From an optimization exercise on the open Yosys and OpenROAD flow, aimed at small area, a short achievable clock period and few clock cycles; shortcuts taken in it are not production practice.
In this exercise RTL edits were held to simulation tests only and were not proved equivalent to the original.

Setup of build 70:
Design MyDesign, start of the top module:
module MyDesign (
  input   wire dut_run,
  output  reg  dut_busy,
  input   wire reset_b,
  input   wire clk,
  output wire        input_sram_write_enable,
  output wire [11:0] input_sram_write_addresss,
  output wire [15:0] input_sram_write_data,
  output reg  [11:0] input_sram_read_address,
  input  wire [15:0] input_sram_read_data,
  output reg         output_sram_write_enable,
  output reg  [11:0] output_sram_write_addresss,
  output reg  [15:0] output_sram_write_data,
  output wire [11:0] output_sram_read_address,
  input  wire [15:0] output_sram_read_data,
  output reg         scratchpad_sram_write_enable,
  output wire [11:0] scratchpad_sram_write_addresss,
  output wire [15:0] scratchpad_sram_write_data,
  output wire [11:0] scratchpad_sram_read_address,
  input  wire [15:0] scratchpad_sram_read_data,
  output wire        weights_sram_write_enable,
  output wire [11:0] weights_sram_write_addresss,
  output wire [15:0] weights_sram_write_data,
  output wire [11:0] weights_sram_read_address,
  input  wire [15:0] weights_sram_read_data
);
  assign input_sram_write_enable   = 1'b0;
  assign input_sram_write_addresss = 12'h0;
  assign input_sram_write_data     = 16'h0;
  assign output_sram_read_address  = 12'h0;
  assign weights_sram_write_enable = 1'b0;
  assign weights_sram_write_addresss = 12'h0;
  assign weights_sram_write_data   = 16'h0;
  localparam M_IDLE = 2'd0, M_SIZE = 2'd1, M_PRE = 2'd2, M_STRIP = 2'd3;
  reg  [1:0] mode;
  reg        first;         
  reg        phi;           
  reg  [3:0] w;             
  reg  [3:0] s;             
  reg  [3:0] nh;            
  wire [4:0] hN = {nh, 1'b0};           
  wire [3:0] hNm1 = hN[3:0] - 4'd1;     
  wire       wlast = (w == hNm1);
  wire       slast = (s == hNm1);
  wire       endword = (input_sram_read_data == 16'hffff);
  reg        isend;         
  ...
clock: 10.0 ns
lec_check: 0
abc_area: 1
cap_margin: 50
core_margin: 2
core_utilization: 60
cts_buf_list: sky130_fd_sc_hd__clkbuf_16
cts_cluster_diameter: 80
cts_cluster_size: 30
slew_margin: 70
standard.sh (not shown) runs the stock make flow with config.mk's settings and CLKGATE_MAP_FILE= SYNTH_SCRIPT=/design/flow/synth_recipe.tcl, a recipe that flattens the netlist after the stock synthesis.
==> flow/flow/run.sh <==
#!/bin/bash
# Standard layout, with one netlist pass between synthesis and floorplan:
# flow/polarity.py removes inverters between full adders (a full adder is
# self-dual, so it can take its inputs in the other polarity). Registers and
# all other logic stay as the standard synthesis made them. Every port still
# gets a buffer, of a faster cell (buf_2) than the one buffer_ports picks.
set -uo pipefail
W=$PWD
R=$W/orfs/results/$FLOW_PLATFORM/MyDesign/base
LIB=$FLOW_HOME/platforms/$FLOW_PLATFORM/lib/sky130_fd_sc_hd__tt_025C_1v80.lib

bash standard.sh synth > $W/synth.log 2>&1 || { echo "synthesis failed"; exit 1; }

cp $R/1_2_yosys.v $W/1_2_yosys.standard.v
if python3 flow/polarity.py $W/1_2_yosys.standard.v $W/1_2_yosys.polarity.v "$LIB" > $W/polarity.log 2>&1; then
  # the synthesis netlist is now newer than 1_synth.odb: make rebuilds it
  cp $W/1_2_yosys.polarity.v $R/1_2_yosys.v
  echo "polarity pass applied"
else
  echo "polarity pass failed, keeping the standard netlist"
fi

bash standard.sh "BUFFER_PORTS_ARGS=-buffer_cell sky130_fd_sc_hd__buf_2" finish > $W/finish.log 2>&1 || { echo "layout failed"; exit 1; }
Other scripts of this flow, unchanged in this note and not shown: flow/flow/polarity.py
Testbench counts of build 70, summed over its fixed seeds: cycles 34,066.
Relative to build 70, the following input files were edited for build 37:
Settings: CAP_MARGIN: 50 -> 70; SLEW_MARGIN: 70 -> 85; CTS_CLUSTER_SIZE: 30 -> 16.
==> comparison <==
- Going from build 70 to build 37, the core utilization was found to have gone up by 11 points.
- From build 70 to build 37 the numbers moved as follows: final non-filler cell area went up; number of cells on the worst reg-to-reg path went up; routed wire length went up; HPWL reported at the end of detailed placement went up.
- Origin of the worst setup path = reset_b: build 37; origin of the worst setup path = ri1[2]: build 70
- Compared with build 70, build 37 supports a lower clock frequency.
- Build 37 vs build 70 — area after detailed placement rose about 10%.
Inputs modified between build 37 and build 22:
Settings: setting PLACE_DENSITY to 0.72 for the first time; changing CAP_MARGIN from 70 to 50; changing SLEW_MARGIN from 85 to 70.
### Flow results
Taking build 22 as 1.0, build 37 lands at 2.3 on number of non-clock buffers in the layout. Build 22: initial antenna violation count higher than build 37. Summary of build 22 over build 37: achievable clock frequency increased 28%, post-route standard cell area excluding fillers went down by about 14%, wire length went down by 12%, number of top-level pins saw little to no change.
## Diff of input files: build 97 against build 22
Settings: removing PLACE_DENSITY (formerly 0.72); changing CORE_UTILIZATION from 60 to 65.
## What came out
Compare build 97 and build 22 | minimum hold slack lower: build 97
Cmp build 97 and build 22 / share of the clock period used by the worst path / higher: build 22
On proportion of cell area occupied by registers, build 97 and build 22 are basically level.
Delta (build 97 minus build 22): post-cts repair resize count did not really move; setup slack increased 0.045 ns; number of non-clock buffers in the layout rose by 5; total track usage went up by 3.7 points.


MyDesign, a different RTL version from the one above (not shown whole).
Size in the first run: about 4900 cells after synthesis.
clock: 10.0 ns
lec_check: 0
abc_area: 1
cap_margin: 50
core_margin: 2
core_utilization: 50
slew_margin: 70
run.sh (not shown) runs the stock make flow with config.mk's settings and CLKGATE_MAP_FILE= SYNTH_SCRIPT=/design/flow/synth_recipe.tcl, a recipe that flattens the netlist after the stock synthesis.
Stock flow here: none of the scripts above is used.
Testbench counts at the start, summed over its fixed seeds: cycles 34,034.
Then changed:
--- a/flow/config.mk
+++ b/flow/config.mk
@@ -8,5 +8,5 @@
 export ABC_AREA = 1
-export CAP_MARGIN = 50
+export CAP_MARGIN = 20
 export CORE_MARGIN = 2
 export CORE_UTILIZATION = 50
-export SLEW_MARGIN = 70
+export SLEW_MARGIN = 20
After rerunning: The changed run ran to the end with no violations. Global-route usage drops by 0.21 points. Die area stays the same.
Then changed:
--- a/flow/config.mk
+++ b/flow/config.mk
@@ -8,5 +8,6 @@
 export ABC_AREA = 1
-export CAP_MARGIN = 20
+export CAP_MARGIN = 50
 export CORE_MARGIN = 2
 export CORE_UTILIZATION = 50
-export SLEW_MARGIN = 20
+export SETUP_SLACK_MARGIN = 5
+export SLEW_MARGIN = 70
Result:
- The changed run completed without violations
- setup slack gets better by 0.53 ns
- cell area goes up by about 1%
- first-iteration DRC count is higher by about 6%
- worst hold slack hardly moves
- routed wire length grows by about 0.5%
- global-route usage climbs by 0.21 points
- utilization increases by 0.57 points
- count of clock-buffer cells in the layout came out higher by 7
- die area does not change


## wip/quartz
RTL: one of the versions met above, not the one the previous note started from.
Size in the first run: ~4700 cells after synthesis, roughly 230 I/O pins, about 48000 µm² of cells after synthesis.
Settings: LEC_CHECK=0, ABC_AREA=1, CAP_MARGIN=50, CORE_MARGIN=2, CORE_UTILIZATION=60, CTS_BUF_LIST=sky130_fd_sc_hd__clkbuf_16, CTS_CLUSTER_DIAMETER=80, CTS_CLUSTER_SIZE=16, GPL_TIMING_DRIVEN=1, SLEW_MARGIN=70; clock period 10.0 ns.
standard.sh (not shown) runs the stock make flow with config.mk's settings and CLKGATE_MAP_FILE= SYNTH_SCRIPT=/design/flow/synth_recipe.tcl, a recipe that flattens the netlist after the stock synthesis.
Scripts as last shown in full above: flow/flow/run.sh
Other scripts of this flow, unchanged in this note and not shown: flow/flow/polarity.py
Testbench counts of wip/quartz, summed over its fixed seeds: cycles 34,066.
### wip/quartz -> wip/delta
# wip/quartz
export LEC_CHECK = 0
export ABC_AREA = 1
export CAP_MARGIN = 50
export CORE_MARGIN = 2
export CORE_UTILIZATION = 60
export CTS_BUF_LIST = sky130_fd_sc_hd__clkbuf_16
export CTS_CLUSTER_DIAMETER = 80
export CTS_CLUSTER_SIZE = 16
export GPL_TIMING_DRIVEN = 1
export SLEW_MARGIN = 70
create_clock -name core_clock -period 10.0 [get_ports {clk}]
# wip/delta
export LEC_CHECK = 0
export ABC_AREA = 1
export CAP_MARGIN = 50
export CORE_MARGIN = 2
export CORE_UTILIZATION = 60
export CTS_BUF_LIST = sky130_fd_sc_hd__clkbuf_16
export CTS_CLUSTER_DIAMETER = 120
export CTS_CLUSTER_SIZE = 30
export SLEW_MARGIN = 70
create_clock -name core_clock -period 10.0 [get_ports {clk}]
Findings:
Area occupied by multi-input gates came out exactly the same in wip/quartz and wip/delta. Per the comparison of wip/delta with wip/quartz, worst setup slack went down; fraction of layout instances using a drive strength above 1 has decreased; register share of the cell area moved up; number of non-filler instances in the completed layout dropped about 0.6%. Comparing wip/quartz and wip/delta, clock network area share is higher on wip/quartz.


MyDesign again, from the RTL that the note above started with.
export LEC_CHECK = 0
export ABC_AREA = 1
export CAP_MARGIN = 50
export CORE_MARGIN = 2
export CORE_UTILIZATION = 60
export CTS_BUF_LIST = sky130_fd_sc_hd__clkbuf_16
export CTS_CLUSTER_DIAMETER = 100
export CTS_CLUSTER_SIZE = 24
export SLEW_MARGIN = 70
create_clock -name core_clock -period 10.0 [get_ports {clk}]
Scripts as last shown in full above: flow/flow/run.sh
Other scripts of this flow, unchanged in this note and not shown: flow/flow/polarity.py
The first run produced a clean layout.
Testbench counts at the start, summed over its fixed seeds: cycles 34,066.
Next try:
Settings changed: CTS_CLUSTER_DIAMETER 100 to 80, CTS_CLUSTER_SIZE 24 to 16.
Outcome: The new run produced a clean layout; via count grows slightly; synthesized area stays the same; flip-flop and latch count is unchanged; cell count stays flat; routed wire length is about the same.
Next try:
Settings changed: CAP_MARGIN 50 to 30, SLEW_MARGIN 70 to 50.
Outcome: Cell count decreases by a few percent. Non-clock buffer count decreases by 132. Via count decreases slightly. Final area decreases slightly.


Another version of the RTL of MyDesign (not shown whole).
Size in the first run: about 4500 cells after synthesis, ~230 I/O pins.
clock: 10.0 ns
lec_check: 0
abc_area: 1
cap_margin: 50
core_margin: 2
core_utilization: 50
slew_margin: 70
==> flow/flow/run.sh <==
#!/bin/bash
# Standard layout, with one netlist pass between synthesis and floorplan:
# flow/polarity.py removes inverters between full adders (a full adder is
# self-dual, so it can take its inputs in the other polarity). Registers and
# all other logic stay as the standard synthesis made them.
set -uo pipefail
W=$PWD
R=$W/orfs/results/$FLOW_PLATFORM/MyDesign/base
LIB=$FLOW_HOME/platforms/$FLOW_PLATFORM/lib/sky130_fd_sc_hd__tt_025C_1v80.lib

bash standard.sh synth > $W/synth.log 2>&1 || { echo "synthesis failed"; exit 1; }

cp $R/1_2_yosys.v $W/1_2_yosys.standard.v
if python3 flow/polarity.py $W/1_2_yosys.standard.v $W/1_2_yosys.polarity.v "$LIB" > $W/polarity.log 2>&1; then
  # the synthesis netlist is now newer than 1_synth.odb: make rebuilds it
  cp $W/1_2_yosys.polarity.v $R/1_2_yosys.v
  echo "polarity pass applied"
else
  echo "polarity pass failed, keeping the standard netlist"
fi

bash standard.sh finish > $W/finish.log 2>&1 || { echo "layout failed"; exit 1; }
Other scripts of this flow, unchanged in this note and not shown: flow/flow/polarity.py
The starting point finished with timing, DRC and antenna clean.
Testbench counts at the start, summed over its fixed seeds: cycles 34,034.
Change:
- CORE_UTILIZATION: 50 -> 60
- CTS_BUF_LIST: not set -> sky130_fd_sc_hd__clkbuf_8
Count of clock-buffer cells in the layout climbs by 26.
Final cell count drops by 2.8%.
Routed wire length drops by 2.4%.
Critical path depth drops by 8.
Worst setup slack improved by 0.17 ns.
Hold slack improved by 0.0032 ns.


run A:
MyDesign, a different RTL version from the one above (not shown whole).
For scale: ~230 I/O pins, ~46000 um2 of cells after synthesis.
## MyDesign
module MyDesign (
  input   wire dut_run,
  output  reg  dut_busy,
  input   wire reset_b,
  input   wire clk,
  output wire        input_sram_write_enable,
  output wire [11:0] input_sram_write_addresss,
  output wire [15:0] input_sram_write_data,
  output reg  [11:0] input_sram_read_address,
  input  wire [15:0] input_sram_read_data,
  output reg         output_sram_write_enable,
  output reg  [11:0] output_sram_write_addresss,
  output reg  [15:0] output_sram_write_data,
  output wire [11:0] output_sram_read_address,
  input  wire [15:0] output_sram_read_data,
  output reg         scratchpad_sram_write_enable,
  output wire [11:0] scratchpad_sram_write_addresss,
  output wire [15:0] scratchpad_sram_write_data,
  output wire [11:0] scratchpad_sram_read_address,
  input  wire [15:0] scratchpad_sram_read_data,
  output wire        weights_sram_write_enable,
  output wire [11:0] weights_sram_write_addresss,
  output wire [15:0] weights_sram_write_data,
  output wire [11:0] weights_sram_read_address,
  input  wire [15:0] weights_sram_read_data
);
  assign input_sram_write_enable   = 1'b0;
  assign input_sram_write_addresss = 12'h0;
  assign input_sram_write_data     = 16'h0;
  assign output_sram_read_address  = 12'h0;
  assign weights_sram_write_enable = 1'b0;
  assign weights_sram_write_addresss = 12'h0;
  assign weights_sram_write_data   = 16'h0;
  localparam M_IDLE = 2'd0, M_SIZE = 2'd1, M_PRE = 2'd2, M_STRIP = 2'd3;
  reg  [1:0] mode;
  reg        first;         
  reg        phi;           
  reg  [3:0] w;             
  reg  [3:0] s;             
  reg  [3:0] nh;            
  wire [4:0] hN = {nh, 1'b0};           
  wire [3:0] hNm1 = hN[3:0] - 4'd1;     
  wire       wlast = (w == hNm1);
  wire       slast = (s == hNm1);
  wire       endword = (input_sram_read_data == 16'hffff);
  reg        isend;         
  wire       stop = isend;
  wire       start = (mode == M_IDLE) & dut_run & idle;
  wire dv0  = (mode == M_PRE & ~stop) | (mode == M_STRIP);
  wire cv0  = (mode == M_STRIP) & phi & (w != 4'd0);
  wire lst0 = (mode == M_STRIP) & phi & wlast & slast;
  reg [1:0] mode_nx;
  reg first_nx, isend_nx, phi_nx;
  reg [3:0] w_nx, s_nx, nh_nx;
  ...
export LEC_CHECK = 0
export ABC_AREA = 1
export CAP_MARGIN = 50
export CORE_MARGIN = 2
export CORE_UTILIZATION = 60
export CTS_BUF_LIST = sky130_fd_sc_hd__clkbuf_8
export SLEW_MARGIN = 70
create_clock -name core_clock -period 10.0 [get_ports {clk}]
Scripts as last shown in full above: flow/flow/run.sh
Other scripts of this flow, unchanged in this note and not shown: flow/flow/polarity.py
Testbench counts of run A, summed over its fixed seeds: cycles 34,066.
diff inputs: run A => run B
- an added CTS_CLUSTER_SIZE of 16
- a change of CTS_BUF_LIST from sky130_fd_sc_hd__clkbuf_8 to sky130_fd_sc_hd__clkbuf_16
- an added CTS_CLUSTER_DIAMETER of 80
--- a/flow/flow/run.sh
+++ b/flow/flow/run.sh
@@ -3,5 +3,6 @@
 # flow/polarity.py removes inverters between full adders (a full adder is
 # self-dual, so it can take its inputs in the other polarity). Registers and
-# all other logic stay as the standard synthesis made them.
+# all other logic stay as the standard synthesis made them. Every port still
+# gets a buffer, of a faster cell (buf_2) than the one buffer_ports picks.
 set -uo pipefail
 W=$PWD
@@ -20,3 +21,3 @@
 fi
 
-bash standard.sh finish > $W/finish.log 2>&1 || { echo "layout failed"; exit 1; }
+bash standard.sh "BUFFER_PORTS_ARGS=-buffer_cell sky130_fd_sc_hd__buf_2" finish > $W/finish.log 2>&1 || { echo "layout failed"; exit 1; }
==> comparison <==
Of run A and run B, the lower routed wire length per instance belongs to run A.
Worst setup path endpoint = weights_sram_read_address[2]: run A; worst setup path endpoint = uo_r9_6: run B
Run B does better than run A on total number of vias.
Against run A, run B reports a required time reported for the critical path endpoint that is higher.
In the flow results for run A and run B, the number of antenna cells inserted is smaller on run B.


Setup of P:
MyDesign, a different RTL version from the one above (not shown whole).
For scale: about 230 I/O pins.
==> flow/config.mk <==
export PLATFORM = sky130hd
export DESIGN_NAME = MyDesign
export DESIGN_NICKNAME = MyDesign
export VERILOG_FILES = /design/flow/design.v
export SDC_FILE = /design/flow/constraint.sdc
export NUM_CORES = 4
export LEC_CHECK = 0
export ABC_AREA = 1
export CAP_MARGIN = 50
export CORE_MARGIN = 2
export CORE_UTILIZATION = 60
export CTS_BUF_LIST = sky130_fd_sc_hd__clkbuf_16
export CTS_CLUSTER_DIAMETER = 80
export CTS_CLUSTER_SIZE = 16
export SLEW_MARGIN = 70
==> flow/constraint.sdc <==
create_clock -name core_clock -period 10.0 [get_ports {clk}]
set_input_delay 2.0000 -clock core_clock [delete_from_list [all_inputs] [get_ports {clk}]]
set_output_delay 2.0000 -clock core_clock [all_outputs]
set_load 0.01 [all_outputs]
==> flow/flow/run.sh <==
#!/bin/bash
# Standard layout, with one netlist pass between synthesis and floorplan:
# flow/polarity.py removes inverters between full adders (a full adder is
# self-dual, so it can take its inputs in the other polarity). Registers and
# all other logic stay as the standard synthesis made them.
set -uo pipefail
W=$PWD
R=$W/orfs/results/$FLOW_PLATFORM/MyDesign/base
LIB=$FLOW_HOME/platforms/$FLOW_PLATFORM/lib/sky130_fd_sc_hd__tt_025C_1v80.lib

bash standard.sh synth > $W/synth.log 2>&1 || { echo "synthesis failed"; exit 1; }

cp $R/1_2_yosys.v $W/1_2_yosys.standard.v
if python3 flow/polarity.py $W/1_2_yosys.standard.v $W/1_2_yosys.polarity.v "$LIB" > $W/polarity.log 2>&1; then
  # the synthesis netlist is now newer than 1_synth.odb: make rebuilds it
  cp $W/1_2_yosys.polarity.v $R/1_2_yosys.v
  echo "polarity pass applied"
else
  echo "polarity pass failed, keeping the standard netlist"
fi

bash standard.sh finish > $W/finish.log 2>&1 || { echo "layout failed"; exit 1; }
Other scripts of this flow, unchanged in this note and not shown: flow/flow/polarity.py
P was carried through to the last stage, and its layout satisfied the timing, design-rule and antenna checks.
Testbench counts of P, summed over its fixed seeds: cycles 34,034.
Input changes introduced in Q (baseline for comparison: P):
# P
export LEC_CHECK = 0
export ABC_AREA = 1
export CAP_MARGIN = 50
export CORE_MARGIN = 2
export CORE_UTILIZATION = 60
export CTS_BUF_LIST = sky130_fd_sc_hd__clkbuf_16
export CTS_CLUSTER_DIAMETER = 80
export CTS_CLUSTER_SIZE = 16
export SLEW_MARGIN = 70
create_clock -name core_clock -period 10.0 [get_ports {clk}]
# Q
export LEC_CHECK = 0
export ABC_AREA = 1
export CAP_MARGIN = 50
export CORE_MARGIN = 2
export CORE_UTILIZATION = 60
export CTS_BUF_LIST = sky130_fd_sc_hd__clkbuf_8
export SLEW_MARGIN = 70
create_clock -name core_clock -period 10.0 [get_ports {clk}]
## What came out
Overall global routing resource usage (higher): Q. Re delay contributed by the slowest stage of the critical path: Q is 20 ps down on P.

==> port drivers added, routing unchanged <==
The flow's constraints put no driver on any port. The routed layouts listed below were extracted and timed again, unchanged, in two steps.
Step 1 (the two cells are an assumption about what drives the block):
set clk [get_ports {clk}]
set_driving_cell -lib_cell sky130_fd_sc_hd__clkbuf_16 $clk
set_driving_cell -lib_cell sky130_fd_sc_hd__buf_2 [delete_from_list [all_inputs] $clk]
Step 2 adds t to the input delays and takes it off the output delays; t is the mean of the earliest and latest rising clock arrival at the registers after step 1. Input paths then give back, and output paths get back, about the clock's delay inside the block.
Three values: ideal, step 1, step 2; two values: the first two.
| run | shift t [ns] | setup WS [ns] | worst setup path after step 2 |
|---|---|---|---|
| build 70 | 0.678 | 6.779 / 6.708 / 6.478 | input to register |
| build 37 | 0.719 | 5.832 / 5.881 / 5.163 | input to register |
| build 22 | 0.698 | 6.751 / 6.681 / 6.411 | input to register |
| build 97 | 0.707 | 6.796 / 6.732 / 6.301 | input to register |
| the first run of note 2 | 0.712 | 5.364 / 5.364 / 5.364 | register to register |
| the second run of note 2 | 0.708 | 4.836 / 4.836 / 4.836 | register to register |
| the third run of note 2 | 0.712 | 5.364 / 5.364 / 5.364 | register to register |
| wip/quartz | 0.706 | 6.792 / 6.720 / 6.472 | input to register |
| wip/delta | 0.724 | 6.767 / 6.698 / 6.483 | input to register |
| the first run of note 4 | 0.688 | 6.781 / 6.712 / 6.472 | input to register |
| the second run of note 4 | 0.706 | 6.792 / 6.720 / 6.472 | input to register |
| the third run of note 4 | 0.691 | 6.752 / 6.681 / 6.331 | input to register |
| the first run of note 5 | 0.712 | 5.914 / 5.914 / 5.914 | register to register |
| the second run of note 5 | 0.828 | 6.086 / 6.016 / 5.870 | input to register |
| run A | 0.801 | 6.320 / 6.259 / 6.294 | input to register |
| run B | 0.702 | 6.418 / 6.418 / 6.400 | input to register |
| P | 0.679 | 6.189 / 6.189 / 6.189 | register to register |
| Q | 0.794 | 6.177 / 6.177 / 6.177 | register to register |
After both steps every run listed still meets setup and hold. The setup slack of build 37, which loses most, moves by +0.049 ns with the drivers and by -0.669 ns with both steps.
